Background: an optimization exercise with open tools, aiming at a short achievable clock period and few clock cycles. Do not read the settings as production practice. Where RTL was checked, it was by simulation tests only, not by an equivalence proof against the original. Function not checked in runs 1 to 4: the RTL went through the layout flow alone. Power and IR drop assume default switching activity.

## flow/design.v (module list and top-level ports; edited modules follow where they fit)
// module processor: 233 lines
// module lmux: 8 lines
// module pp_inc: 15 lines
// module br_op: 11 lines
// module br_dec: 45 lines
// module eff_ao: 1234 lines
// module opnd: 333 lines
// module opnd_i: 354 lines
// module br_sel: 147 lines
// module pc_ao: 60 lines
// module add18: 244 lines
// module add11: 132 lines
// module g_inv: 3 lines
// module g_nand2: 3 lines
// module g_nor2: 3 lines
// module g_nor2b: 3 lines
// module g_xor2: 3 lines
// module g_xnor2: 3 lines
// module g_a21oi: 3 lines
// module g_o21ai: 3 lines
// module g_a22oi: 3 lines
// module g_nand3: 3 lines
// module g_nand3b: 3 lines
// module g_and4: 3 lines
// module g_a222oi: 3 lines
// module g_nand4: 3 lines
// module g_nor3: 3 lines
// module g_o222ai: 3 lines
module processor (
  input  wire        clk,
  input  wire        reset,
  output wire [10:0] imem_addr,
  input  wire [17:0] imem_data,
  output wire [9:0]  dmem_addr,
  output wire        dmem_we,
  output wire [17:0] dmem_wdata,
  input  wire [17:0] dmem_rdata,
  output wire        halted
);
  // ...
==> flow/flow/run.sh <==
#!/bin/bash
set -euo pipefail
export BUFFER_PORTS_ARGS="-buffer_cell sky130_fd_sc_hd__buf_4"
bash standard.sh > standard.log 2>&1
==> flow/standard.sh <==
#!/bin/bash
# synth_recipe.tcl (not shown) runs the flow's synth.tcl, then flattens the netlist and writes it again
# the make line also repeats each setting of config.mk as NAME=value (left out here)
make -C /OpenROAD-flow-scripts/flow DESIGN_CONFIG=/design/flow/config.mk WORK_HOME=/design/flow/orfs CLKGATE_MAP_FILE= SYNTH_SCRIPT=/design/flow/synth_recipe.tcl "${@:-finish}"
==> flow/config.mk <==
export PLATFORM = sky130hd
export DESIGN_NAME = processor
export DESIGN_NICKNAME = processor
export VERILOG_FILES = /design/flow/design.v
export SDC_FILE = /design/flow/constraint.sdc
export NUM_CORES = 4
export LEC_CHECK = 0
export CAP_MARGIN = 20
export CORE_MARGIN = 2
export CORE_UTILIZATION = 40
export PLACE_DENSITY = 0.6
export SETUP_SLACK_MARGIN = 3.0
export SLEW_MARGIN = 20
export SYNTH_HIERARCHICAL = 1
==> flow/constraint.sdc <==
create_clock -name core_clock -period 5.0 [get_ports {clk}]
set_input_delay 1.0000 -clock core_clock [delete_from_list [all_inputs] [get_ports {clk}]]
set_output_delay 1.0000 -clock core_clock [all_outputs]
set_load 0.01 [all_outputs]
==> run summary, run 1 <==
Post-Place Setup Slack between 1500 and 2000 ps; Synth area leaders edfxtp_1 (27%), a22oi_2 (25%), nand2_1 (8.3%); worst setup path class reg2reg; initial antenna violation count 5; Worst Setup EP dwdata_q[2]$_DFF_P_; Synth Cell Area 0.0375 mm^2; leakage power approximately 16 nW; drt first pass iters 10; max cap viols 0; NetSw between 0.005 and 0.006 W; Hold Path End w_wa[8]$_DFF_PP0_; R2R cell count 7; Synth area leader edfxtp_1; Slew Limit Headroom 0.244; CP endpoint kind flip-flop; status complete, no violations; post-CTS resize count 293; Cells after DPL roughly 4.5k; Core ar. just over 0.09 mm^2; CP Cell Sequence buf_6, a22oi_2, nand2_1, a22oi_2, nand4_1, o21ai_2, nand3_1; Inserted Diodes 3; post-synthesis cell count around 3.6k; Clock Sinks around 580; post-synthesis cell type count 59; instance count on the critical path 7; P_seq ~0.0063 W; Repair and plain buffers 404; fraction of area in multi-input gates 0.449; final net count ~3.7k; met3 wire length slightly below 20,000 um; Synth Warn # 9; Met1 Wirelength about 59,000 um; Avg Cell Area, Syn 10.5 um^2; top-count cell post-synth nand2_1; prevailing post-synth register cell edfxtp_1; CP delay by family, top compound AO/OA/AOI/OAI gates; Post-DRT Antenna Nets 0; FF-to-FF End dwdata_q[2]$_DFF_P_; WP data required roughly 5500 ps; commonest non-fill, non-tap cells in the layout nand2_1 (757), a22oi_2 (742), edfxtp_1 (332); CP max stage cell nand4_1
==> module processor, before the edit <==
module processor (
  input  wire        clk,
  input  wire        reset,
  output wire [10:0] imem_addr,
  input  wire [17:0] imem_data,
  output wire [9:0]  dmem_addr,
  output wire        dmem_we,
  output wire [17:0] dmem_wdata,
  input  wire [17:0] dmem_rdata,
  output wire        halted
);
  localparam OP_HALT = 4'b0000;
  localparam OP_ADD  = 4'b0001;
  localparam OP_AND  = 4'b0010;
  localparam OP_NAND = 4'b0011;
  localparam OP_NOR  = 4'b0100;
  localparam OP_ADDI = 4'b0101;
  localparam OP_ANDI = 4'b0110;
  localparam OP_JUMP = 4'b0111;
  localparam OP_LD   = 4'b1000;
  localparam OP_ST   = 4'b1001;
  localparam OP_CMP  = 4'b1010;
  localparam OP_JE   = 4'b1011;
  localparam OP_JA   = 4'b1100;
  localparam OP_JB   = 4'b1101;
  localparam OP_JAE  = 4'b1110;
  localparam OP_JBE  = 4'b1111;
  reg  [10:0] pc_f;           
  reg  [10:0] pc_d;           
  reg         v_d;            
  reg         p_d;            
  reg         halt_q;
  reg         e_rep;          
  reg  [10:0] pc_e;
  reg         e_alu;          
  reg         e_add;          
  reg         e_ld;           
  reg         e_cmp;          
  reg         e_and, e_nand, e_nor;    
  reg  [3:0]  e_rd;
  reg  [17:0] x1, x2, x3;     
  reg  [15:0] e_wr;           
  reg  [15:0] e_es;           
  reg  [15:0] e_wl;           
  reg  [15:0] w_wr;           
  reg  [15:0] w_wl;           
  reg  [15:0] w_wa;           
  reg  [15:0] r_keep;         
  reg         w_ld;           
  reg  [17:0] r_q;            
  reg         lt_q, gt_q;
  reg  [9:0]  daddr_q;
  reg         dwe_q;
  reg  [17:0] dwdata_q;
  reg  [17:0] rf [0:15];
  wire [17:0] sum;
  add18 u_add (.a(x2), .b(x3), .s(sum));
  wire [17:0] lres = ({18{e_and}} & (x2 & x3)) | ({18{e_nand}} & ~(x2 & x3)) |
                     ({18{e_nor}} & ~(x2 | x3));
  wire [17:0] alu;
  lmux #(18) u_alu (.s(e_add), .a(lres), .b(sum), .y(alu));
  wire        c_lt, c_gt;
  wire [17:0] w_val = w_ld ? dmem_rdata : r_q;
  wire [17:0] ir  = imem_data;
  wire [3:0]  op  = ir[17:14];
  wire [3:0]  f1  = ir[13:10];
  wire [3:0]  f2  = ir[9:6];
  wire [3:0]  f3  = ir[5:2];
  wire        vd  = v_d & ~halt_q;
  wire is_rr   = (op == OP_ADD) | (op == OP_AND) | (op == OP_NAND) | (op == OP_NOR);
  wire is_ri   = (op == OP_ADDI) | (op == OP_ANDI);
  wire is_alu  = is_rr | is_ri;
  wire is_add  = (op == OP_ADD) | (op == OP_ADDI);
  wire is_ld   = (op == OP_LD);
  wire is_st   = (op == OP_ST);
  wire is_cmp  = (op == OP_CMP);
  wire is_halt = (op == OP_HALT);
  wire is_jmp  = (op == OP_JUMP);
  wire use1 = is_st | is_cmp;
  wire use2 = is_alu | is_cmp;
  wire use3 = is_rr;
  wire stall = e_ld & ((use1 & (f1 == e_rd)) | (use2 & (f2 == e_rd)) | (use3 & (f3 == e_rd)));
  wire go    = vd & ~stall & ~e_rep;
  wire [10:0] off    = ir[13:3];
  wire [10:0] target;
  add11 u_tgt (.a(pc_d), .b(off), .s(target));
  wire [10:0] pc_f_inc, pc_d_inc;
  pp_inc #(11) u_incf (.a(pc_f), .s(pc_f_inc));
  pp_inc #(11) u_incd (.a(pc_d), .s(pc_d_inc));
  reg         bt_v [0:1];
  reg  [10:0] bt_pc [0:1];
  reg  [10:0] bt_tg [0:1];
  reg         bt_rep;
  reg         bt_wr;          
  reg  [10:0] bt_wpc, bt_wtg;
  wire        bt_h0  = bt_v[0] & (bt_pc[0] == pc_f);
  wire        bt_h1  = bt_v[1] & (bt_pc[1] == pc_f);
  wire        bt_hit = bt_h0 | bt_h1;
  wire [10:0] bt_nx  = bt_h0 ? bt_tg[0] : bt_tg[1];
  wire [10:0] pc_seq = bt_hit ? bt_nx : pc_f_inc;
  wire        rdy  = ~e_rep & vd;
  wire [2:0]  s_tn, s_rn, s_sn;
  wire [2:0]  f_oh = {lt_q, ~lt_q & ~gt_q, gt_q};
  wire [8:0]  w_oc = e_cmp ? 9'b100_010_001 : {3{f_oh}};
  br_dec u_bd (.op(op), .off(off), .w(w_oc), .a(rdy & ~p_d), .b(rdy & p_d),
               .e_rep(e_rep), .tn(s_tn), .rn(s_rn), .sn(s_sn));
  wire        sel_t, sel_r, sel_s;
  br_sel u_bs (.a(x1), .b(x2), .tn(s_tn), .rn(s_rn), .sn(s_sn),
               .c_lt(c_lt), .c_gt(c_gt), .sel_t(sel_t), .sel_r(sel_r), .sel_s(sel_s));
  wire [10:0] pc_nx;
  pc_ao u_pc (.clr(reset), .sel_t(sel_t), .sel_r(sel_r), .sel_s(sel_s), .sel_e(e_rep),
              .target(target), .pc_r(pc_d_inc), .pc_s(pc_seq), .pc_e(pc_e), .y(pc_nx));
  wire [17:0] imm = {{12{ir[5]}}, ir[5:0]};
  wire [287:0] eff, rf_flat;
  genvar gj;
  generate
    for (gj = 0; gj < 16; gj = gj + 1) begin : effr
      assign rf_flat[gj*18 +: 18] = rf[gj];
    end
  endgenerate
  eff_ao u_eff (.sel_wl(w_wl), .sel_wa(w_wa), .sel_rf(r_keep),
                .ld(dmem_rdata), .r(r_q), .rf(rf_flat), .y(eff));
  wire        es  = e_alu & e_add;
  wire        s1  = es & (e_rd == f1);
  wire        s2  = es & (e_rd == f2);
  wire        s3  = es & (e_rd == f3) & ~is_ri;
  wire        el  = e_alu & ~e_add;
  wire        l1  = el & (e_rd == f1);
  wire        l2  = el & (e_rd == f2);
  wire        l3  = el & (e_rd == f3) & ~is_ri;
  wire [17:0] p1, p2, p3;
  wire        k1n = ~(s1 | l1);
  wire        k2n = ~(s2 | l2);
  wire        k3n = ~(s3 | l3 | is_ri);
  opnd  u_p1 (.f(f1), .kn(k1n), .eff(eff), .sel_s(s1), .sum(sum), .sel_l(l1), .lres(lres), .p(p1));
  opnd  u_p2 (.f(f2), .kn(k2n), .eff(eff), .sel_s(s2), .sum(sum), .sel_l(l2), .lres(lres), .p(p2));
  opnd_i u_p3 (.f(f3), .kn(k3n), .en_n(is_ri), .imm(imm), .eff(eff), .sel_s(s3), .sum(sum), .sel_l(l3), .lres(lres), .p(p3));
  wire [15:0] d_alu = (go & is_alu) ? (16'd1 << f1) : 16'd0;
  wire [15:0] d_ld  = (go & is_ld)  ? (16'd1 << f1) : 16'd0;
  always @(posedge clk or posedge reset) begin
    if (reset) begin
      pc_d    <= 11'd0;
      v_d     <= 1'b0;
      p_d     <= 1'b0;
      bt_v[0] <= 1'b0;
      bt_v[1] <= 1'b0;
      bt_rep  <= 1'b0;
      bt_wr   <= 1'b0;
      e_rep   <= 1'b0;
      e_alu   <= 1'b0;
      e_ld    <= 1'b0;
      e_cmp   <= 1'b0;
      e_wr    <= 16'd0;
      e_es    <= 16'd0;
      e_wl    <= 16'd0;
      w_wr    <= 16'd0;
      w_wl    <= 16'd0;
      w_wa    <= 16'd0;
      r_keep  <= 16'hffff;
      w_ld    <= 1'b0;
      lt_q    <= 1'b0;
      gt_q    <= 1'b1;
    end else begin
      v_d   <= sel_s;
      p_d   <= sel_s & bt_hit;
      bt_wr <= sel_t;
      pc_d  <= pc_f;
      if (bt_wr) begin
        bt_v[bt_rep] <= 1'b1;
        bt_rep       <= ~bt_rep;
      end
      e_rep <= vd & stall & ~e_rep;
      e_alu <= go & is_alu;
      e_ld  <= go & is_ld;
      e_cmp <= go & is_cmp;
      e_wr  <= d_alu;
      e_es  <= (go & is_alu & is_add) ? (16'd1 << f1) : 16'd0;
      e_wl  <= d_ld;
      w_wr  <= e_wr | e_wl;
      w_wl  <= e_wl;
      w_wa  <= e_wr;
      r_keep <= ~(e_wr | e_wl);
      w_ld  <= e_ld;
      if (e_cmp) begin
        lt_q <= c_lt;
        gt_q <= c_gt;
      end
    end
  end
  always @(posedge clk) begin
    if (reset) begin
      halt_q <= 1'b0;
      dwe_q  <= 1'b0;
    end else begin
      if (go & is_halt) halt_q <= 1'b1;
      dwe_q  <= go & is_st;
    end
  end
  always @(posedge clk) begin
    pc_f     <= pc_nx;            
    pc_e     <= pc_d;
    e_add    <= is_add;
    e_and    <= (op == OP_AND) | (op == OP_ANDI);
    e_nand   <= (op == OP_NAND);
    e_nor    <= ~((op == OP_AND) | (op == OP_ANDI) | (op == OP_NAND));
    e_rd     <= f1;
    x1       <= p1;
    x2       <= p2;
    x3       <= p3;
    r_q      <= alu;
    daddr_q  <= ir[9:0];
    dwdata_q <= p1;
    bt_wpc   <= pc_d;
    bt_wtg   <= target;
  end
  always @(posedge clk) begin
    if (bt_wr) begin
      bt_pc[bt_rep] <= bt_wpc;
      bt_tg[bt_rep] <= bt_wtg;
    end
  end
  integer k;
  always @(posedge clk) begin
    for (k = 0; k < 16; k = k + 1)
      if (w_wr[k])
        rf[k] <= w_val;
  end
  assign imem_addr  = pc_f;
  assign dmem_addr  = daddr_q;
  assign dmem_we    = dwe_q;
  assign dmem_wdata = dwdata_q;
  assign halted     = halt_q;
endmodule
==> run 2: changes to the inputs <==
--- a/flow/design.v
+++ b/flow/design.v
@@ -38,7 +38,8 @@
   reg         e_cmp;          
   reg         e_and, e_nand, e_nor;    
   reg  [3:0]  e_rd;
-  reg  [17:0] x1, x2, x3;     
+  reg  [17:0] x2, x3;         
+  reg  [17:0] c1, c2;         
   reg  [15:0] e_wr;           
   reg  [15:0] e_es;           
   reg  [15:0] e_wl;           
@@ -105,7 +106,7 @@
   br_dec u_bd (.op(op), .off(off), .w(w_oc), .a(rdy & ~p_d), .b(rdy & p_d),
                .e_rep(e_rep), .tn(s_tn), .rn(s_rn), .sn(s_sn));
   wire        sel_t, sel_r, sel_s;
-  br_sel u_bs (.a(x1), .b(x2), .tn(s_tn), .rn(s_rn), .sn(s_sn),
+  br_sel u_bs (.a(c1), .b(c2), .tn(s_tn), .rn(s_rn), .sn(s_sn),
                .c_lt(c_lt), .c_gt(c_gt), .sel_t(sel_t), .sel_r(sel_r), .sel_s(sel_s));
   wire [10:0] pc_nx;
   pc_ao u_pc (.clr(reset), .sel_t(sel_t), .sel_r(sel_r), .sel_s(sel_s), .sel_e(e_rep),
@@ -128,12 +129,14 @@
   wire        l1  = el & (e_rd == f1);
   wire        l2  = el & (e_rd == f2);
   wire        l3  = el & (e_rd == f3) & ~is_ri;
-  wire [17:0] p1, p2, p3;
+  wire [17:0] p1, p2, p3, q1, q2;
   wire        k1n = ~(s1 | l1);
   wire        k2n = ~(s2 | l2);
   wire        k3n = ~(s3 | l3 | is_ri);
   opnd  u_p1 (.f(f1), .kn(k1n), .eff(eff), .sel_s(s1), .sum(sum), .sel_l(l1), .lres(lres), .p(p1));
   opnd  u_p2 (.f(f2), .kn(k2n), .eff(eff), .sel_s(s2), .sum(sum), .sel_l(l2), .lres(lres), .p(p2));
+  opnd  u_q1 (.f(f1), .kn(k1n), .eff(eff), .sel_s(s1), .sum(sum), .sel_l(l1), .lres(lres), .p(q1));
+  opnd  u_q2 (.f(f2), .kn(k2n), .eff(eff), .sel_s(s2), .sum(sum), .sel_l(l2), .lres(lres), .p(q2));
   opnd_i u_p3 (.f(f3), .kn(k3n), .en_n(is_ri), .imm(imm), .eff(eff), .sel_s(s3), .sum(sum), .sel_l(l3), .lres(lres), .p(p3));
   wire [15:0] d_alu = (go & is_alu) ? (16'd1 << f1) : 16'd0;
   wire [15:0] d_ld  = (go & is_ld)  ? (16'd1 << f1) : 16'd0;
@@ -204,7 +207,8 @@
     e_nand   <= (op == OP_NAND);
     e_nor    <= ~((op == OP_AND) | (op == OP_ANDI) | (op == OP_NAND));
     e_rd     <= f1;
-    x1       <= p1;
+    c1       <= q1;
+    c2       <= q2;
     x2       <= p2;
     x3       <= p3;
     r_q      <= alu;
==> run summary, run 2 <==
Critical path origin w_wl[15]$_DFF_PP0_; Largest Register rf; Filler Cell Count ~9.4k; WL per Instance 36.2 um; leakage power 18.7 nW (+15%); Synth Cell Area 0.0434 mm^2 (+16%); most common cell after layout, fill and taps aside a22oi_2; drt total wl around 210,000 um; effective utilization at floorplan 0.404; H-Tree Depth 3; number of synthesized flops with an enable pin roughly 330; top-count cell post-synth a22oi_2; DRC 0; top-area cell type share of the netlist area 0.297; most frequent CP cell buf_12; clock period minus worst slack approximately 2700 ps; Hold/Removal Path Class in2async; Synth async-reset ratio 0.196; Synth area leader a22oi_2; GPL Wtd Cong between 1 and 1.5; max FFs per register between 200 and 300; Area Growth Syn to Fin 23.7%; maximum vdd ir drop approximately 0.00027 V; Post-DRT Antenna Nets 0 (unchanged); Root Driver clkbuf_16; Reg-to-Reg Start w_wl[15]$_DFF_PP0_; gr usage total 0.365; Crit path arrival time 3250 ps; largest net degree at the start of global routing approximately 120; CP max FO 5; synth cell count leaders a22oi_2 (1,030), nand2_1 (918), buf_4 (429); Fin. Hold Viols 0; fmax 0.367 GHz; Post-Syn Nets 4,246; commonest non-fill, non-tap cells in the layout a22oi_2 (1,030), nand2_1 (766), edfxtp_1 (332); row cnt 120; CP delay by family, top simple AND/OR/NAND/NOR gates; Post-Place Setup Slack 1410 ps (-141 ps); Avg Cell Area, Syn 10.3 um^2 (-1.7%); Pwr per Cell Area about 320 mW/mm^2; flops & latches, synth 613; Inserted Diodes 0 (-3); Post-CTS Hold Fix Bufs 0; hpwl dp ~130,000 um; share of layout cells above drive strength 1 0.546; Final setup viols 0; vias in the first global route between 30k and 40k; I/O Buffers 78; worst skew pair latency between 600 and 700 ps; cts bufs inserted 74; final net count 4,425 (+20%); biggest registers after layout rf (288), bt_pc (22), bt_tg (22); Slew @ Worst Pin roughly 1400 ps; WP data required 5530 ps (about the same); Worst setup SP type flip-flop; prevailing post-synth register cell edfxtp_1; drt first pass iters 8 (-2); post-synthesis cell type count 59 (unchanged); fin. max-slew vios 0; worst setup path class reg2reg; WP buf/inv 3; RSZ-0062 raised after global routing yes; die area around 0.11 mm^2; Synth Warn # 9 (unchanged); io pins 79; post-synthesis cell count 4,200 (+18%); CTS tree done; fin area 0.0537 mm^2; Placement Cell Area around 0.044 mm^2; Fin Setup TNS 0 ps; Synth area leaders a22oi_2 (30%), edfxtp_1 (23%), nand2_1 (7.9%); max cap viols 0 (unchanged); Iter 0 DRT Violations roughly 6.7k; largest stage delay on the critical path ~620 ps; Slew Limit Headroom 0.0722 (-0.172); Overall Power roughly 0.017 W; Remaining Overflow, GRT 0; Bufs on Longest Clock Path 3; Core ar. 0.107 mm^2 (+15%); die height approximately 330 um; first-pass GRT wire length a little under 300,000 um; DR vias ~40k; CP max stage cell nand4_1; crit share post-route 0.545; CP endpoint kind flip-flop; initial antenna violation count 1 (-4); status complete, no violations; die width about 330 um; Core Util, Final 0.500; via-per-instance ratio just under 7; Reg clk slew, reported paths 60 ps; clock skew ~33 ps; Clock Sinks 613 (+6.2%); CP Cell Sequence buf_12, buf_12, buf_12, a22oi_2, nand2_2, a22oi_2, nand4_1, o21ai_2, nand4_1; register area share after synthesis 0.374; setup ws final 2280 ps
## run 2: cell count changes after synthesis, sizes merged
cell   delta
o21ai    +36
buf      +36
nand2    +88
nand3    +36
nand4    +72
dfxtp    +36
inv       +8
a22oi   +288
nor2     +32
## run 2: path summary, 6_finish.rpt
check | endpoint | slack (ps) | cells after the start
max in group asynchronous | w_wa[10]$_DFF_PP0_ | 3690 | 3
min in group core_clock | w_wl[2]$_DFF_PP0_ | 360 | 0
max | x3[5]$_DFF_P_ | 2280 | 9
max reg2reg | x3[5]$_DFF_P_ | 2280 | 9
min | bt_rep$_DFFE_PP0P_ | 350 | 2
min reg2reg | w_wl[2]$_DFF_PP0_ | 360 | 0
## run 2: final cells by class
class	count	area, um^2	share of cell area
sequential	613	16500	0.307
multi-input combinational	3043	25900	0.483
inverter	105	402	0.00748
clock inverter	51	459	0.00855
clock buffer	86	2000	0.0372
timing repair buffer	542	6680	0.124
tap	1403	1760	0.0327
## run 2: routing by layer
metal  track usage  up-vias  wire length [um]
met5      0.000434        -               119
met3         0.163      957             32100
met4         0.266        6             19800
li1              -    15900                 -
met2         0.503     3510             83300
met1         0.447    19500             76200
## run 2: repair_timing
action                     4_1_cts  5_1_grt
setup endpoints to repair      450      175
pin swaps                      317      258
resized for setup              609      216
setup buffers                  270      100
gates cloned                     7        4
## run 2: logic make-up after synthesis
kind of cell / Yosys count / share of synthesized area
AOI/OAI and AO/OA: 1298 / 0.337
adders and majority gates: 8 / 0.00231
DFF: 613 / 0.374
and+or+nand+nor: 1560 / 0.164
muxes: 47 / 0.0127
buffers and inverters: 551 / 0.0856
xor gates and xnor gates: 123 / 0.0248
## run 2: report_power, final
part	switching [W]	total [W]	leakage, nW	internal, W
clock network	0.00247	0.00554	1.22	0.00308
logic	0.00355	0.00533	11.5	0.00178
registers	0.000507	0.00654	5.94	0.00603
total	0.00652	0.0174	18.7	0.0109
## run 2: per-stage QoR
stage               hold slack [ps]  std cells
CTS                             311       5739
global route                    338       5843
floorplan                       346       4200
finish                          354       5843
detailed placement              352       5325
global placement                350       5325
## run 2: Yosys stat by module, one instance, submodules excluded, excerpt
module     cell area, um^2  flip-flops and latches  cells
br_dec                67.6                       0      9
g_nor2b               13.8                       0      1
g_nor3                10.0                       0      1
add11                 82.6                       0     11
g_nand3               5.00                       0      1
add18                  135                       0     18
g_o21ai               5.00                       0      1
br_op                 46.3                       0      7
pc_ao                 82.6                       0     11
processor            18300                     613    962
g_xnor2               8.76                       0      1
g_o222ai              17.5                       0      2
g_nand4               6.26                       0      1
==> run 3: changes to the inputs <==
--- a/flow/design.v
+++ b/flow/design.v
@@ -41,7 +41,6 @@
   reg  [17:0] x2, x3;         
   reg  [17:0] c1, c2;         
   reg  [15:0] e_wr;           
-  reg  [15:0] e_es;           
   reg  [15:0] e_wl;           
   reg  [15:0] w_wr;           
   reg  [15:0] w_wl;           
@@ -153,13 +152,6 @@
       e_alu   <= 1'b0;
       e_ld    <= 1'b0;
       e_cmp   <= 1'b0;
-      e_wr    <= 16'd0;
-      e_es    <= 16'd0;
-      e_wl    <= 16'd0;
-      w_wr    <= 16'd0;
-      w_wl    <= 16'd0;
-      w_wa    <= 16'd0;
-      r_keep  <= 16'hffff;
       w_ld    <= 1'b0;
       lt_q    <= 1'b0;
       gt_q    <= 1'b1;
@@ -176,13 +168,6 @@
       e_alu <= go & is_alu;
       e_ld  <= go & is_ld;
       e_cmp <= go & is_cmp;
-      e_wr  <= d_alu;
-      e_es  <= (go & is_alu & is_add) ? (16'd1 << f1) : 16'd0;
-      e_wl  <= d_ld;
-      w_wr  <= e_wr | e_wl;
-      w_wl  <= e_wl;
-      w_wa  <= e_wr;
-      r_keep <= ~(e_wr | e_wl);
       w_ld  <= e_ld;
       if (e_cmp) begin
         lt_q <= c_lt;
@@ -200,6 +185,14 @@
     end
   end
   always @(posedge clk) begin
+    e_wr   <= d_alu;
+    e_wl   <= d_ld;
+    w_wr   <= e_wr | e_wl;
+    w_wl   <= e_wl;
+    w_wa   <= e_wr;
+    r_keep <= ~(e_wr | e_wl);
+  end
+  always @(posedge clk) begin
     pc_f     <= pc_nx;            
     pc_e     <= pc_d;
     e_add    <= is_add;
==> run summary, run 3 <==
Worst Setup EP x2[2]$_DFF_P_; fmax 0.349 GHz (-5.0%); Fin. Hold Viols 0 (unchanged); register area share after synthesis 0.367 (-0.00683); top-count cell post-synth a22oi_2; CP delay by family, top simple AND/OR/NAND/NOR gates; Synth async-reset ratio 0.0392 (-0.157); hpwl dp 134,000 um (+6.0%); gr usage total 0.373 (+0.00821); status complete, no violations; I/O Buffers 78 (unchanged); Core Util, Final 0.530 (+0.0296); Critical path origin imem_data[9]; Slew @ Worst Pin 1260 ps (-130 ps); biggest registers after layout rf (288), bt_pc (22), bt_tg (22); fin. max-slew vios 0 (unchanged); Synth Warn # 9 (unchanged); Post-Syn Nets 4,249 (+0.071%); Clock Sinks 613 (unchanged); maximum vdd ir drop 0.000316 V (+17%); R2R cell count 8 (-1); worst setup path class in2reg; post-synthesis cell type count 55 (-6.8%); Iter 0 DRT Violations 8,159 (+21%); Remaining Overflow, GRT 0 (unchanged); crit share post-route 0.574 (+0.0287); H-Tree Depth 3 (unchanged); vias in the first global route 37.4k (+0.064%); synth cell count leaders a22oi_2 (1,030), nand2_1 (919), buf_4 (428); most common cell after layout, fill and taps aside a22oi_2; Post-CTS Hold Fix Bufs 0 (unchanged); die area 0.110 mm^2 (-1.3%); final net count 4,681 (+5.8%); CP max stage cell nand4_1; instance count on the critical path 9 (unchanged); Synth Cell Area 0.0429 mm^2 (-1.3%); WP data required 5540 ps (about the same); RSZ-0062 raised after global routing yes; Reg2Reg Setup Slack 2150 ps (-130 ps); max cap viols 0 (unchanged); drt first pass iters 12 (+4); GPL Wtd Cong 1.06 (+2.5%); Largest Register rf; drt total wl 226,000 um (+6.8%); die height 331 um (-0.63%); Fin Setup TNS 0 ps (unchanged); Reg clk slew, reported paths 60 ps (about the same); Worst setup SP type input port; DRC 0 (unchanged); die width 331 um (-0.63%); commonest non-fill, non-tap cells in the layout a22oi_2 (1,030), nand2_1 (682), buf_4 (432); Slew Limit Headroom 0.158 (+0.0855); effective utilization at floorplan 0.402 (-0.00238); max FFs per register 288 (unchanged); DR vias 42.4k (+6.6%); number of synthesized flops with an enable pin 332 (unchanged); Avg Cell Area, Syn 10.2 um^2 (-1.4%); WL per Instance 37.0 um (+2.1%); worst skew pair latency 670 ps (about the same); share of layout cells above drive strength 1 0.581 (+0.0353); io pins 79 (unchanged); cts bufs inserted 72 (-2.7%); most frequent CP cell buf_16; leakage power 19.7 nW (+5.4%); largest net degree at the start of global routing 41 (-66%); row cnt 120 (unchanged); Synth area leaders a22oi_2 (30%), edfxtp_1 (23%), dfxtp_1 (12%); post-synthesis cell count 4,203 (+0.071%); CP max FO 13 (+8); top-area cell type share of the netlist area 0.301 (+0.00386); Final setup viols 0 (unchanged); WP buf/inv 3 (unchanged); Filler Cell Count 8,937 (-4.6%); CP Cell Sequence buf_16, buf_16, nand2_4, nor2_4, buf_12, a22oi_2, nand4_1, o21ai_2, nand3_1; CTS tree done; clock period minus worst slack 2870 ps (+143 ps); prevailing post-synth register cell edfxtp_1; Bufs on Longest Clock Path 3 (unchanged); via-per-instance ratio 6.94 (+1.9%); Core ar. 0.107 mm^2 (-0.70%); Crit path arrival time 3400 ps (+150 ps); CP endpoint kind flip-flop; Hold/Removal Path Class reg2reg; first-pass GRT wire length 293,000 um (+1.5%); Area Growth Syn to Fin 31.8%; FF-to-FF End c2[17]$_DFF_P_; clock skew 38.1 ps (+4.85 ps); Post-DRT Antenna Nets 0 (unchanged); Synth area leader a22oi_2; Pwr per Cell Area 315 mW/mm^2 (-3.0%); Reg-to-Reg Start r_q[17]$_DFF_P_; Root Driver clkbuf_16; largest stage delay on the critical path 860 ps (+240 ps); initial antenna violation count 16 (+15); flops & latches, synth 613 (unchanged)
## run 3: cell count changes in the layout (fill, tap and decap cells not counted), moves of 18 or more
cell / previous run / this run
nand2_1: 766 / 682
nand2_4: 55 / 103
nand2_8: 3 / 28
buf_6: 103 / 148
nor2_4: 66 / 84
buf_4: 257 / 432
dfrtp_1: 82 / 19
o21ai_4: 24 / 6
dfxtp_1: 78 / 146
## run 3: cell type report
type	instances	area, um^2	share of cell area
Clock inverter	29	287	0.00507
Clock buffer	105	2090	0.0371
Inverter	105	434	0.00769
Antenna cell	14	35.0	0.000620
Timing Repair Buffer	794	9310	0.165
Tap cell	1403	1760	0.0311
Sequential cell	613	16000	0.283
Multi-Input combinational cell	3049	26600	0.471
## run 3: worst min path at each step
stage | slack (ps) | end | cells past startpoint | startpoint
finish | 340 | w_wl[0]$_DFF_P_ | 0 | e_wl[0]$_SDFF_PN0_
global route | 340 | w_wa[14]$_DFF_P_ | 0 | e_wr[14]$_SDFF_PN0_
CTS | 330 | w_wl[0]$_DFF_P_ | 0 | e_wl[0]$_SDFF_PN0_
detailed placement | 330 | w_wl[4]$_DFF_P_ | 0 | e_wl[4]$_SDFF_PN0_
global placement | 330 | w_wa[7]$_DFF_P_ | 0 | e_wr[7]$_SDFF_PN0_
floorplan | 320 | w_wa[0]$_DFF_P_ | 0 | e_wr[0]$_SDFF_PN0_
## run 3: metal layers
layer  routed length, um  vias up  share of wire  GRT usage
li1                    -    16400              -          -
met1               78500    20500           0.35      0.451
met4               22800       16           0.10      0.265
met2               87600     4102           0.39      0.518
met3               36400     1375           0.16      0.171
met5                 667        -         0.0030     0.0404
## run 3: power breakdown
| part | switching [W] | internal (W) | total (W) |
|---|---|---|---|
| logic | 0.00384 | 0.00199 | 0.00584 |
| registers | 0.000542 | 0.00602 | 0.00656 |
| clock network | 0.00228 | 0.00309 | 0.00537 |
## run 3: per-module statistics from Yosys, one instance, submodules excluded, a selection
module / cells inside / copies in the design / area, um^2 / flip-flops and latches
pc_ao: 11 / 1 / 82.6 / 0
br_op: 7 / 1 / 46.3 / 0
g_nor2b: 1 / 36 / 13.8 / 0
g_a22oi: 1 / 1030 / 12.5 / 0
g_a222oi: 1 / 3 / 10.0 / 0
g_nand3b: 1 / 3 / 7.51 / 0
g_nand4: 1 / 199 / 6.26 / 0
g_o21ai: 1 / 148 / 5.00 / 0
## run 3: what timing repair did
item | in CTS | in global routing
resized for setup | 557 | 585
pin swaps | 224 | 455
cloned | 16 | 15
buffers inserted | 237 | 368
endpoints found under the setup margin | 279 | 182
## run 3: stage by stage
stage	std cells	area (um^2)	total power (W)	setup WS, ps	hold slack [ps]
floorplan	4203	43400	0.00943	2280	323
global placement	5326	43200	0.0108	1600	327
detailed placement	5326	43200	0.0108	1480	331
CTS	5713	50700	0.0166	2660	327
global route	6101	56400	0.0180	2240	342
finish	6112	56500	0.0178	2130	337
## run 3: cells by family after synthesis
family / share of synthesized area
compound gates: 0.340
buf+inv: 0.0862
xor+xnor: 0.0249
mux: 0.0129
simple gates: 0.166
fa+ha+maj: 0.00234
flops: 0.367
==> run 4: changes to the inputs <==
--- a/flow/design.v
+++ b/flow/design.v
@@ -38,8 +38,7 @@
   reg         e_cmp;          
   reg         e_and, e_nand, e_nor;    
   reg  [3:0]  e_rd;
-  reg  [17:0] x2, x3;         
-  reg  [17:0] c1, c2;         
+  reg  [17:0] x1, x2, x3;     
   reg  [15:0] e_wr;           
   reg  [15:0] e_wl;           
   reg  [15:0] w_wr;           
@@ -105,7 +104,7 @@
   br_dec u_bd (.op(op), .off(off), .w(w_oc), .a(rdy & ~p_d), .b(rdy & p_d),
                .e_rep(e_rep), .tn(s_tn), .rn(s_rn), .sn(s_sn));
   wire        sel_t, sel_r, sel_s;
-  br_sel u_bs (.a(c1), .b(c2), .tn(s_tn), .rn(s_rn), .sn(s_sn),
+  br_sel u_bs (.a(x1), .b(x2), .tn(s_tn), .rn(s_rn), .sn(s_sn),
                .c_lt(c_lt), .c_gt(c_gt), .sel_t(sel_t), .sel_r(sel_r), .sel_s(sel_s));
   wire [10:0] pc_nx;
   pc_ao u_pc (.clr(reset), .sel_t(sel_t), .sel_r(sel_r), .sel_s(sel_s), .sel_e(e_rep),
@@ -128,14 +127,12 @@
   wire        l1  = el & (e_rd == f1);
   wire        l2  = el & (e_rd == f2);
   wire        l3  = el & (e_rd == f3) & ~is_ri;
-  wire [17:0] p1, p2, p3, q1, q2;
+  wire [17:0] p1, p2, p3;
   wire        k1n = ~(s1 | l1);
   wire        k2n = ~(s2 | l2);
   wire        k3n = ~(s3 | l3 | is_ri);
   opnd  u_p1 (.f(f1), .kn(k1n), .eff(eff), .sel_s(s1), .sum(sum), .sel_l(l1), .lres(lres), .p(p1));
   opnd  u_p2 (.f(f2), .kn(k2n), .eff(eff), .sel_s(s2), .sum(sum), .sel_l(l2), .lres(lres), .p(p2));
-  opnd  u_q1 (.f(f1), .kn(k1n), .eff(eff), .sel_s(s1), .sum(sum), .sel_l(l1), .lres(lres), .p(q1));
-  opnd  u_q2 (.f(f2), .kn(k2n), .eff(eff), .sel_s(s2), .sum(sum), .sel_l(l2), .lres(lres), .p(q2));
   opnd_i u_p3 (.f(f3), .kn(k3n), .en_n(is_ri), .imm(imm), .eff(eff), .sel_s(s3), .sum(sum), .sel_l(l3), .lres(lres), .p(p3));
   wire [15:0] d_alu = (go & is_alu) ? (16'd1 << f1) : 16'd0;
   wire [15:0] d_ld  = (go & is_ld)  ? (16'd1 << f1) : 16'd0;
@@ -200,8 +197,7 @@
     e_nand   <= (op == OP_NAND);
     e_nor    <= ~((op == OP_AND) | (op == OP_ANDI) | (op == OP_NAND));
     e_rd     <= f1;
-    c1       <= q1;
-    c2       <= q2;
+    x1       <= p1;
     x2       <= p2;
     x3       <= p3;
     r_q      <= alu;
==> run summary, run 4 <==
H-Tree Depth 2 (-1); Post-DRT Antenna Nets 0 (unchanged); most common cell after layout, fill and taps aside nand2_1; Synth area leaders edfxtp_1 (27%), a22oi_2 (25%), dfxtp_1 (12%); DR vias 32.3k (-24%); largest net degree at the start of global routing 25 (-39%); most frequent CP cell buf_12; synth cell count leaders nand2_1 (831), a22oi_2 (742), buf_4 (392); Fin. Hold Viols 0 (unchanged); Synth Cell Area 0.0370 mm^2 (-14%); Synth Warn # 9 (unchanged); Largest Register rf; gr usage total 0.308 (-0.0651); first-pass GRT wire length 212,000 um (-27%); Reg clk slew, reported paths 60 ps (about the same); WP data required 5520 ps (-20 ps); final net count 3,750 (-20%); die area 0.0950 mm^2 (-13%); DRC 0 (unchanged); worst skew pair latency 680 ps (about the same); prevailing post-synth register cell edfxtp_1; drt first pass iters 8 (-4); Slew @ Worst Pin 1160 ps (-106 ps); share of layout cells above drive strength 1 0.506 (-0.0755); Synth async-reset ratio 0.0416 (+0.00244); GPL Wtd Cong 0.962 (-9.5%); clock period minus worst slack 2500 ps (-365 ps); initial antenna violation count 3 (-13); CTS tree done; die height 308 um (-6.9%); commonest non-fill, non-tap cells in the layout nand2_1 (769), a22oi_2 (742), edfxtp_1 (332); Iter 0 DRT Violations 5,116 (-37%); Bufs on Longest Clock Path 3 (unchanged); register area share after synthesis 0.405 (+0.0381); Remaining Overflow, GRT 0 (unchanged); leakage power 16.3 nW (-17%); Area Growth Syn to Fin 24.1%; WL per Instance 32.4 um (-12%); CP max stage cell nand4_1; Final setup viols 0 (unchanged); Post-Syn Nets 3,611 (-15%); Clock Sinks 577 (-5.9%); Fin Setup TNS 0 ps (unchanged); effective utilization at floorplan 0.404 (+0.00209); Crit path arrival time 3020 ps (-380 ps); post-synthesis cell type count 55 (unchanged); I/O Buffers 78 (unchanged); final hold slack 339 ps (+2.03 ps); drt total wl 160,000 um (-29%); status complete, no violations; fin area 0.0460 mm^2 (-19%); biggest registers after layout rf (288), bt_pc (22), bt_tg (22); CP max FO 8 (-5); vias in the first global route 29.7k (-21%); row cnt 111 (-7.5%); clock skew 41.5 ps (+3.41 ps); die width 308 um (-6.9%); Placement Cell Area 0.0369 mm^2 (-14%); post-synthesis cell count 3,565 (-15%); RSZ-0062 raised after global routing yes; Worst setup SP type input port; Root Driver clkbuf_16; top-count cell post-synth nand2_1; Hold/Removal Path Class reg2reg; fmax 0.399 GHz (+15%); Synth area leader edfxtp_1; via-per-instance ratio 6.53 (-6.0%); top-area cell type share of the netlist area 0.269 (-0.0316); crit share post-route 0.501 (-0.0729); Filler Cell Count 7,877 (-12%); flops & latches, synth 577 (-5.9%); max cap viols 0 (unchanged); hpwl dp 93,800 um (-30%); Avg Cell Area, Syn 10.4 um^2 (+1.9%); Core ar. 0.0917 mm^2 (-14%); largest stage delay on the critical path 580 ps (-280 ps); maximum vdd ir drop 0.000302 V (-4.4%); number of synthesized flops with an enable pin 332 (unchanged); Slew Limit Headroom 0.228 (+0.0706); Pwr per Cell Area 336 mW/mm^2 (+6.8%); fin. max-slew vios 0 (unchanged); io pins 79 (unchanged); CP Cell Sequence buf_12, clkinvlp_4, nand2_4, nor2_4, buf_12, a22oi_2, nand4_1, o21ai_4, nand3_2; worst setup path class in2reg; cts bufs inserted 60 (-17%); max FFs per register 288 (unchanged); CP endpoint kind flip-flop
run 4: power by group:
group / internal [W] / switching [W] / leakage, nW
logic: 0.00160 / 0.00276 / 10.1
registers: 0.00567 / 0.000648 / 5.18
clock network: 0.00274 / 0.00203 / 1.03
run 4: critical path: cells and delay by family:
kind / cells / cell delay, ps
simple gates: 4 / 950
compound gates: 2 / 630
buf+inv: 3 / 400
run 4: path summary, 6_finish.rpt:
path / end / cells after the start / from / slack, ps
min reg2reg: w_wl[11]$_DFF_P_ / 0 / e_wl[11]$_SDFF_PN0_ / 340
min in group asynchronous: bt_v[1]$_DFFE_PP0P_ / 3 / reset / 570
max reg2reg: x2[17]$_DFF_P_ / 6 / r_q[17]$_DFF_P_ / 2560
max in group asynchronous: e_rep$_DFF_PP0_ / 3 / reset / 4100
max: x2[17]$_DFF_P_ / 9 / imem_data[7] / 2500
min: w_wl[11]$_DFF_P_ / 0 / e_wl[11]$_SDFF_PN0_ / 340
run 4: cell type report:
type	instances	area, um^2	area share
Multi-Input combinational cell	2481	20500	0.447
Sequential cell	577	15300	0.332
Timing Repair Buffer	488	6190	0.135
Clock buffer	88	1790	0.0389
Tap cell	1186	1480	0.0323
Inverter	96	392	0.00852
Clock inverter	26	294	0.00640
Antenna cell	1	2.50	0.0000544
run 4: per-layer routing:
metal,up-vias,global-route usage,share of wire
met2,2747,0.452,0.41
met4,13,0.173,0.079
met5,-,0,0.0021
li1,13200,-,-
met1,15600,0.403,0.37
met3,776,0.0921,0.13
run 4: stage by stage:
stage          utilization  setup WS, ps  power, W  instances
6_report             0.502          2500    0.0154       4943
5_1_grt              0.502          2480    0.0158       4942
4_1_cts              0.468          2730    0.0149       4784
3_5_place_dp         0.403          1440   0.00965       4465
3_3_place_gp         0.403          1440   0.00963       4465
2_1_floorplan            -          2270   0.00863       3565
run 4: cells by family after synthesis:
| kind of cell | count (synthesis) | share of synthesized area |
|---|---|---|
| multiplexers | 47 | 0.0149 |
| buffers and inverters | 511 | 0.0929 |
| flip-flops | 577 | 0.405 |
| adder cells (fa/ha/maj) | 8 | 0.00270 |
| AND/OR/NAND/NOR | 1328 | 0.164 |
| XOR/XNOR | 122 | 0.0288 |
| AO/OA/AOI/OAI | 972 | 0.292 |
run 4: Yosys stat by module (local to each module, per instance), a selection:
| module | cells inside | flip-flops and latches | area, um^2 | times used |
|---|---|---|---|---|
| g_nand2 | 1 | 0 | 3.75 | 785 |
| g_nand4 | 1 | 0 | 6.26 | 127 |
| g_a21oi | 1 | 0 | 8.76 | 69 |
| g_o21ai | 1 | 0 | 5.00 | 112 |
| eff_ao | 288 | 0 | 2160 | 1 |
| g_inv | 1 | 0 | 3.75 | 71 |
| add18 | 18 | 0 | 135 | 1 |
| g_a22oi | 1 | 0 | 12.5 | 742 |
| g_xor2 | 1 | 0 | 8.76 | 46 |
| br_dec | 9 | 0 | 67.6 | 1 |
| pc_ao | 11 | 0 | 82.6 | 1 |
| g_nor3 | 1 | 0 | 10.0 | 3 |
| g_o222ai | 2 | 0 | 17.5 | 3 |
| br_op | 7 | 0 | 46.3 | 1 |
| processor | 923 | 577 | 17100 | 1 |
run 4: timing repair:
item                                   CTS  global route
hold buffers                             0             0
resized for setup                      338           310
setup endpoints to repair              200           148
pin swaps                              110           286
setup buffers                          203           141
cloned                                   2            17
endpoints found under the hold margin    0             0
==> module br_dec, before the edit <==
module br_dec (
  input  wire [3:0]  op,
  input  wire [10:0] off,
  input  wire [8:0]  w,
  input  wire        a,
  input  wire        b,
  input  wire        e_rep,
  output wire [2:0]  tn,
  output wire [2:0]  rn,
  output wire [2:0]  sn
);
  wire m_lt, m_eq, m_gt;
  br_op u_op (.op(op), .m_lt(m_lt), .m_eq(m_eq), .m_gt(m_gt));
  wire n1, n2, n3, n4, n5, n6, n7, n8, n9, n10, n11, n12;
  wire n13, n14, n15, n16, n17, n18, n19, n20;
  g_inv u1 (.a(off[0]), .y(n1));
  g_nor3 u2 (.a(off[10]), .b(off[9]), .c(off[8]), .y(n2));
  g_nor3 u3 (.a(off[7]), .b(off[6]), .c(off[5]), .y(n3));
  g_nor3 u4 (.a(off[4]), .b(off[3]), .c(off[2]), .y(n4));
  g_nor2 u5 (.a(off[1]), .b(n1), .y(n5));
  g_nand4 u6 (.a(n2), .b(n3), .c(n4), .d(n5), .y(n6));
  g_and4 u7 (.a(n2), .b(n3), .c(n4), .d(n5), .y(n7));
  g_inv u8 (.a(e_rep), .y(n8));
  g_a222oi u9 (.a1(w[2]), .a2(m_lt), .b1(w[1]), .b2(m_eq), .c1(w[0]), .c2(m_gt), .y(n9));
  g_nand3b u10 (.an(n9), .b(a), .c(n6), .y(n10));
  g_o21ai u11 (.a1(n7), .a2(n9), .b1(b), .y(n11));
  g_nand3 u12 (.a(n8), .b(n10), .c(n11), .y(n12));
  g_a222oi u13 (.a1(w[5]), .a2(m_lt), .b1(w[4]), .b2(m_eq), .c1(w[3]), .c2(m_gt), .y(n13));
  g_nand3b u14 (.an(n13), .b(a), .c(n6), .y(n14));
  g_o21ai u15 (.a1(n7), .a2(n13), .b1(b), .y(n15));
  g_nand3 u16 (.a(n8), .b(n14), .c(n15), .y(n16));
  g_a222oi u17 (.a1(w[8]), .a2(m_lt), .b1(w[7]), .b2(m_eq), .c1(w[6]), .c2(m_gt), .y(n17));
  g_nand3b u18 (.an(n17), .b(a), .c(n6), .y(n18));
  g_o21ai u19 (.a1(n7), .a2(n17), .b1(b), .y(n19));
  g_nand3 u20 (.a(n8), .b(n18), .c(n19), .y(n20));
  assign tn[0] = n10;
  assign rn[0] = n11;
  assign sn[0] = n12;
  assign tn[1] = n14;
  assign rn[1] = n15;
  assign sn[1] = n16;
  assign tn[2] = n18;
  assign rn[2] = n19;
  assign sn[2] = n20;
endmodule
==> run 5: changes to the inputs <==
--- a/flow/design.v
+++ b/flow/design.v
@@ -40,6 +40,7 @@
   reg  [3:0]  e_rd;
   reg  [17:0] x1, x2, x3;     
   reg  [15:0] e_wr;           
+  reg  [15:0] e_es;           
   reg  [15:0] e_wl;           
   reg  [15:0] w_wr;           
   reg  [15:0] w_wl;           
@@ -99,10 +100,8 @@
   wire [10:0] pc_seq = bt_hit ? bt_nx : pc_f_inc;
   wire        rdy  = ~e_rep & vd;
   wire [2:0]  s_tn, s_rn, s_sn;
-  wire [2:0]  f_oh = {lt_q, ~lt_q & ~gt_q, gt_q};
-  wire [8:0]  w_oc = e_cmp ? 9'b100_010_001 : {3{f_oh}};
-  br_dec u_bd (.op(op), .off(off), .w(w_oc), .a(rdy & ~p_d), .b(rdy & p_d),
-               .e_rep(e_rep), .tn(s_tn), .rn(s_rn), .sn(s_sn));
+  br_dec u_bd (.op(op), .off(off), .e_cmp(e_cmp), .lt_q(lt_q), .gt_q(gt_q),
+               .rdy(rdy), .p_d(p_d), .e_rep(e_rep), .tn(s_tn), .rn(s_rn), .sn(s_sn));
   wire        sel_t, sel_r, sel_s;
   br_sel u_bs (.a(x1), .b(x2), .tn(s_tn), .rn(s_rn), .sn(s_sn),
                .c_lt(c_lt), .c_gt(c_gt), .sel_t(sel_t), .sel_r(sel_r), .sel_s(sel_s));
@@ -149,6 +148,13 @@
       e_alu   <= 1'b0;
       e_ld    <= 1'b0;
       e_cmp   <= 1'b0;
+      e_wr    <= 16'd0;
+      e_es    <= 16'd0;
+      e_wl    <= 16'd0;
+      w_wr    <= 16'd0;
+      w_wl    <= 16'd0;
+      w_wa    <= 16'd0;
+      r_keep  <= 16'hffff;
       w_ld    <= 1'b0;
       lt_q    <= 1'b0;
       gt_q    <= 1'b1;
@@ -165,6 +171,13 @@
       e_alu <= go & is_alu;
       e_ld  <= go & is_ld;
       e_cmp <= go & is_cmp;
+      e_wr  <= d_alu;
+      e_es  <= (go & is_alu & is_add) ? (16'd1 << f1) : 16'd0;
+      e_wl  <= d_ld;
+      w_wr  <= e_wr | e_wl;
+      w_wl  <= e_wl;
+      w_wa  <= e_wr;
+      r_keep <= ~(e_wr | e_wl);
       w_ld  <= e_ld;
       if (e_cmp) begin
         lt_q <= c_lt;
@@ -182,14 +195,6 @@
     end
   end
   always @(posedge clk) begin
-    e_wr   <= d_alu;
-    e_wl   <= d_ld;
-    w_wr   <= e_wr | e_wl;
-    w_wl   <= e_wl;
-    w_wa   <= e_wr;
-    r_keep <= ~(e_wr | e_wl);
-  end
-  always @(posedge clk) begin
     pc_f     <= pc_nx;            
     pc_e     <= pc_d;
     e_add    <= is_add;
@@ -247,61 +252,29 @@
     end
   endgenerate
 endmodule
-module br_op (
-  input  wire [3:0] op,
-  output wire       m_lt,
-  output wire       m_eq,
-  output wire       m_gt
-);
-  wire jmp = (op == 4'b0111);
-  assign m_lt = jmp | (op == 4'b1101) | (op == 4'b1111);
-  assign m_eq = jmp | (op == 4'b1011) | (op == 4'b1110) | (op == 4'b1111);
-  assign m_gt = jmp | (op == 4'b1100) | (op == 4'b1110);
-endmodule
 module br_dec (
   input  wire [3:0]  op,
   input  wire [10:0] off,
-  input  wire [8:0]  w,
-  input  wire        a,
-  input  wire        b,
+  input  wire        e_cmp,
+  input  wire        lt_q,
+  input  wire        gt_q,
+  input  wire        rdy,
+  input  wire        p_d,
   input  wire        e_rep,
   output wire [2:0]  tn,
   output wire [2:0]  rn,
   output wire [2:0]  sn
 );
-  wire m_lt, m_eq, m_gt;
-  br_op u_op (.op(op), .m_lt(m_lt), .m_eq(m_eq), .m_gt(m_gt));
-  wire n1, n2, n3, n4, n5, n6, n7, n8, n9, n10, n11, n12;
-  wire n13, n14, n15, n16, n17, n18, n19, n20;
-  g_inv u1 (.a(off[0]), .y(n1));
-  g_nor3 u2 (.a(off[10]), .b(off[9]), .c(off[8]), .y(n2));
-  g_nor3 u3 (.a(off[7]), .b(off[6]), .c(off[5]), .y(n3));
-  g_nor3 u4 (.a(off[4]), .b(off[3]), .c(off[2]), .y(n4));
-  g_nor2 u5 (.a(off[1]), .b(n1), .y(n5));
-  g_nand4 u6 (.a(n2), .b(n3), .c(n4), .d(n5), .y(n6));
-  g_and4 u7 (.a(n2), .b(n3), .c(n4), .d(n5), .y(n7));
-  g_inv u8 (.a(e_rep), .y(n8));
-  g_a222oi u9 (.a1(w[2]), .a2(m_lt), .b1(w[1]), .b2(m_eq), .c1(w[0]), .c2(m_gt), .y(n9));
-  g_nand3b u10 (.an(n9), .b(a), .c(n6), .y(n10));
-  g_o21ai u11 (.a1(n7), .a2(n9), .b1(b), .y(n11));
-  g_nand3 u12 (.a(n8), .b(n10), .c(n11), .y(n12));
-  g_a222oi u13 (.a1(w[5]), .a2(m_lt), .b1(w[4]), .b2(m_eq), .c1(w[3]), .c2(m_gt), .y(n13));
-  g_nand3b u14 (.an(n13), .b(a), .c(n6), .y(n14));
-  g_o21ai u15 (.a1(n7), .a2(n13), .b1(b), .y(n15));
-  g_nand3 u16 (.a(n8), .b(n14), .c(n15), .y(n16));
-  g_a222oi u17 (.a1(w[8]), .a2(m_lt), .b1(w[7]), .b2(m_eq), .c1(w[6]), .c2(m_gt), .y(n17));
-  g_nand3b u18 (.an(n17), .b(a), .c(n6), .y(n18));
-  g_o21ai u19 (.a1(n7), .a2(n17), .b1(b), .y(n19));
-  g_nand3 u20 (.a(n8), .b(n18), .c(n19), .y(n20));
-  assign tn[0] = n10;
-  assign rn[0] = n11;
-  assign sn[0] = n12;
-  assign tn[1] = n14;
-  assign rn[1] = n15;
-  assign sn[1] = n16;
-  assign tn[2] = n18;
-  assign rn[2] = n19;
-  assign sn[2] = n20;
+  wire       far   = (off != 11'd1);
+  wire       jmp   = (op == 4'b0111);
+  wire       tk_lt = far & (jmp | (op == 4'b1101) | (op == 4'b1111));
+  wire       tk_eq = far & (jmp | (op == 4'b1011) | (op == 4'b1110) | (op == 4'b1111));
+  wire       tk_gt = far & (jmp | (op == 4'b1100) | (op == 4'b1110));
+  wire       tk_f  = lt_q ? tk_lt : (gt_q ? tk_gt : tk_eq);
+  wire [2:0] tkx   = e_cmp ? {tk_lt, tk_eq, tk_gt} : {3{tk_f}};
+  assign tn = ~({3{rdy & ~p_d}} & tkx);                         
+  assign rn = ~({3{rdy & p_d}} & ~tkx);                         
+  assign sn = ~({3{~e_rep}} & ~({3{rdy}} & (tkx ^ {3{p_d}})));  
 endmodule
 module eff_ao (
   input  wire [15:0]  sel_wl,
@@ -2837,15 +2810,6 @@
 module g_nand3 (input wire a, b, c, output wire y);
   assign y = ~(a & b & c);
 endmodule
-module g_nand3b (input wire an, b, c, output wire y);
-  assign y = ~(~an & b & c);
-endmodule
-module g_and4 (input wire a, b, c, d, output wire y);
-  assign y = a & b & c & d;
-endmodule
-module g_a222oi (input wire a1, a2, b1, b2, c1, c2, output wire y);
-  assign y = ~((a1 & a2) | (b1 & b2) | (c1 & c2));
-endmodule
 module g_nand4 (input wire a, b, c, d, output wire y);
   assign y = ~(a & b & c & d);
 endmodule
==> run summary, run 5 <==
DR vias 31.9k (-1.1%); Post-DRT Antenna Nets 0 (unchanged); die width 311 um (+0.74%); Final setup viols 0 (unchanged); Root Driver clkbuf_16; Bufs on Longest Clock Path 3 (unchanged); largest stage delay on the critical path 470 ps (-110 ps); die height 311 um (+0.74%); drt total wl 155,000 um (-3.2%); Largest Register rf; number of synthesized flops with an enable pin 332 (unchanged); max cap viols 0 (unchanged); sequential power share 0.401 (-0.008); max FFs per register 288 (unchanged); share of layout cells above drive strength 1 0.493 (-0.0128); Adder-Cell Fraction of Synth Area 0.00293 (+0.000226); first-pass GRT wire length 212,000 um (about the same); Post-CTS Hold Fix Bufs 0 (unchanged); Avg Cell Area, Syn 10.5 um^2 (+1.0%); Synth Cell Area 0.0376 mm^2 (+1.5%); row cnt 112 (+0.90%); most frequent CP cell buf_12; Fin. Hold Viols 0 (unchanged); io pins 79 (unchanged); commonest non-fill, non-tap cells in the layout nand2_1 (751), a22oi_2 (742), edfxtp_1 (332); Slew @ Worst Pin 1270 ps (+115 ps); Post-Place Setup Slack 1680 ps (+243 ps); fin. max-slew vios 0 (unchanged); via-per-instance ratio 6.37 (-2.4%); H-Tree Depth 3 (+1); WP buf/inv 5 (+2); fmax 0.407 GHz (+2.0%); Hold/Removal Path Class reg2reg; Clock Sinks 577 (unchanged); leakage power 16.5 nW (+1.5%); largest net degree at the start of global routing 113 (+350%); Inserted Diodes 0 (-1); Fin Setup TNS 0 ps (unchanged); post-synthesis cell count 3,581 (+0.45%); most common cell after layout, fill and taps aside nand2_1; Iter 0 DRT Violations 5,111 (-0.098%); Synth area leader edfxtp_1; Pint 0.0102 W (+2.1%); Synth Warn # 9 (unchanged); CP endpoint kind flip-flop; effective utilization at floorplan 0.403 (-0.000658); Cells after DPL 4,568 (+2.3%); CP max stage cell nand4_1; clock share of power 0.322 (+0.013); vias in the first global route 30.2k (+1.8%); DRC 0 (unchanged); GPL Wtd Cong 0.947 (-1.5%); Worst setup SP type input port; I/O Buffers 78 (unchanged); CP max FO 7 (-1); clock period minus worst slack 2460 ps (-48.0 ps); crit share post-route 0.491 (-0.00960); clock skew 36.5 ps (-4.98 ps); drt first pass iters 8 (unchanged); Pwr per Cell Area 345 mW/mm^2 (+2.7%); CTS tree done; Overall Power 0.0158 W (+2.6%); NetSw 0.00562 W (+3.4%); CP Cell Sequence buf_12, buf_12, buf_8, nand2_8, nor2_4, buf_12, buf_12, a22oi_2, nand4_1, o21ai_2, nand3_1; CP delay by family, top simple AND/OR/NAND/NOR gates; WL per Instance 31.0 um (-4.5%); final net count 3,745 (-0.13%); Crit path arrival time 2980 ps (-40 ps); worst setup path class in2reg; worst skew pair latency 660 ps (-20 ps); register area share after synthesis 0.412 (+0.00733); status complete, no violations; top-count cell post-synth nand2_1; flops & latches, synth 577 (unchanged); initial antenna violation count 0 (-3); Remaining Overflow, GRT 0 (unchanged); Area Growth Syn to Fin 22.1%; gr usage total 0.299 (-0.00887); top-area cell type share of the netlist area 0.265 (-0.00398); Compound-Gate Fraction of Synth Area 0.290 (-0.00181); hpwl dp 90,600 um (-3.5%); Synth async-reset ratio 0.208 (+0.166); Synth area leaders edfxtp_1 (27%), a22oi_2 (25%), nand2_1 (8.3%); Synth Area in Simple Gates 0.161 (-0.00316); WP data required 5520 ps (about the same); Reg clk slew, reported paths 60 ps (about the same); biggest registers after layout rf (288), bt_pc (22), bt_tg (22); Synth Area in XOR/XNOR 0.0287 (-0.000193); Core Util, Final 0.493 (-0.00899); combinational share of power 0.277 (-0.005); cts bufs inserted 68 (+13%); Core ar. 0.0932 mm^2 (+1.7%); die area 0.0965 mm^2 (+1.5%); post-synthesis cell type count 66 (+20%); prevailing post-synth register cell edfxtp_1; fin cells 5,008 (+1.3%); synth cell count leaders nand2_1 (835), a22oi_2 (742), buf_4 (383); Post-Syn Nets 3,627 (+0.44%); maximum vdd ir drop 0.000213 V (-30%); setup ws final 2540 ps (+48.0 ps); RSZ-0062 raised after global routing yes; Slew Limit Headroom 0.152 (-0.0759); mux cell area share after synthesis 0.0153 (+0.000378); largest family of logic cells by synthesized area compound AO/OA/AOI/OAI gates; switching part of the total 0.355 (+0.00276)
run 5: cell types whose count changed in the layout (fill, tap and decap cells not counted), moves of 21 or more:
cell and delta:
nor2_1 +21, dfrtp_1 +73, nand2_2 +25, dfxtp_2 -23, buf_6 -44, dfxtp_1 -58
run 5: power by group through the flow:
| stage | combinational [W] | sequential (W) | clock, W |
|---|---|---|---|
| after floorplan | 0.00248 | 0.00639 | 0 |
| after global placement | 0.00342 | 0.00641 | 0 |
| after detailed placement | 0.00343 | 0.00642 | 0 |
| after CTS | 0.00396 | 0.00634 | 0.00512 |
| final | 0.00439 | 0.00636 | 0.00510 |
| after global routing | 0.00459 | 0.00640 | 0.00531 |
run 5: layout make-up:
| class | count | area (um^2) |
|---|---|---|
| Timing Repair Buffer | 453 | 5620 |
| Sequential cell | 577 | 15700 |
| Clock buffer | 92 | 1850 |
| Clock inverter | 33 | 383 |
| Multi-Input combinational cell | 2502 | 20400 |
| Inverter | 97 | 405 |
| Tap cell | 1254 | 1570 |
| Fill cell | 8246 | 47300 |
run 5: kinds of logic after synthesis:
family | count (synthesis)
AO/OA/AOI/OAI | 983
XOR/XNOR | 123
flip-flops | 577
multiplexers | 49
adder cells (fa/ha/maj) | 9
buffers and inverters | 503
AND/OR/NAND/NOR | 1337
run 5: repair_timing:
| action | CTS | global route |
|---|---|---|
| gates resized for setup | 333 | 256 |
| setup buffers | 181 | 119 |
| endpoints found under the setup margin | 208 | 127 |
| pin swaps | 109 | 162 |
| gates cloned | 3 | 12 |
run 5: worst paths after layout:
kind                       depth (start not counted)                from                 end  slack (ps)
max                                               11        imem_data[7]       x2[0]$_DFF_P_        2540
min                                                0  e_wr[15]$_DFF_PP0_  w_wa[15]$_DFF_PP0_         360
max reg2reg                                       11      x2[15]$_DFF_P_     pc_f[8]$_DFF_P_        2660
min reg2reg                                        0  e_wr[15]$_DFF_PP0_  w_wa[15]$_DFF_PP0_         360
max in group asynchronous                          3               reset  w_wr[14]$_DFF_PP0_        3620
min in group asynchronous                          2               reset   pc_d[9]$_DFF_PP0_         430
run 5: Yosys stat by module (local to each module, per instance), excerpt:
module	cells	copies in the design	flops+latches	area, um^2
g_xnor2	1	28	0	8.76
add18	18	1	0	135
g_a22oi	1	742	0	12.5
g_nor2b	1	36	0	13.8
eff_ao	288	1	0	2160
g_o21ai	1	109	0	5.00
g_nand3	1	36	0	5.00
g_nand2	1	785	0	3.75
run 5: per-layer routing:
| layer | share of wire | global-route usage |
|---|---|---|
| met2 | 0.43 | 0.446 |
| met4 | 0.066 | 0.173 |
| met5 | 0 | 0.00247 |
| met3 | 0.12 | 0.0764 |
| met1 | 0.38 | 0.392 |
run 5: through the flow:
step | instance area (um^2) | hold WS [ps]
after global routing | 45900 | 371
after floorplan | 38100 | 346
final | 45900 | 358
after CTS | 43500 | 357
after global placement | 37700 | 350
after detailed placement | 37700 | 353
Testbench counts of run 5, summed over its fixed seeds: cycles 28,464.

separate check: timing with driven ports:
In the flow no input, the clock included, has a driving cell. The finished layouts below were timed again as built, in two steps. Step 1: set_driving_cell puts a clkbuf_16 on clk and a buf_2 on each other input, an assumption about the parent block. Step 2, shift: input delay + t, output delay - t, t = (earliest + latest rising clock arrival at the registers) / 2. This alone moves slack from input paths to output paths. a / b / c = ideal / step 1 / step 2; a / b = the first two.
run	shift t [ns]	slack for setup (ns)	worst hold slack (ns)	worst slew at a driven data input, ns
run 1	0.712	2.510 / 2.508 / 1.796	0.339 / 0.339 / 0.339	0.17
run 2	0.732	2.276 / 2.245 / 1.513	0.354 / 0.312 / 0.363	0.17
run 3	0.735	2.132 / 2.036 / 1.301	0.337 / 0.337 / 0.337	0.40
run 4	0.728	2.497 / 2.481 / 1.753	0.339 / 0.339 / 0.339	0.27
run 5	0.705	2.545 / 2.564 / 1.859	0.358 / 0.358 / 0.358	0.20
After both steps setup and hold are still met in every run listed. The setup slack of run 3, which loses most, moves by -0.096 ns with the drivers and by -0.831 ns with both steps.
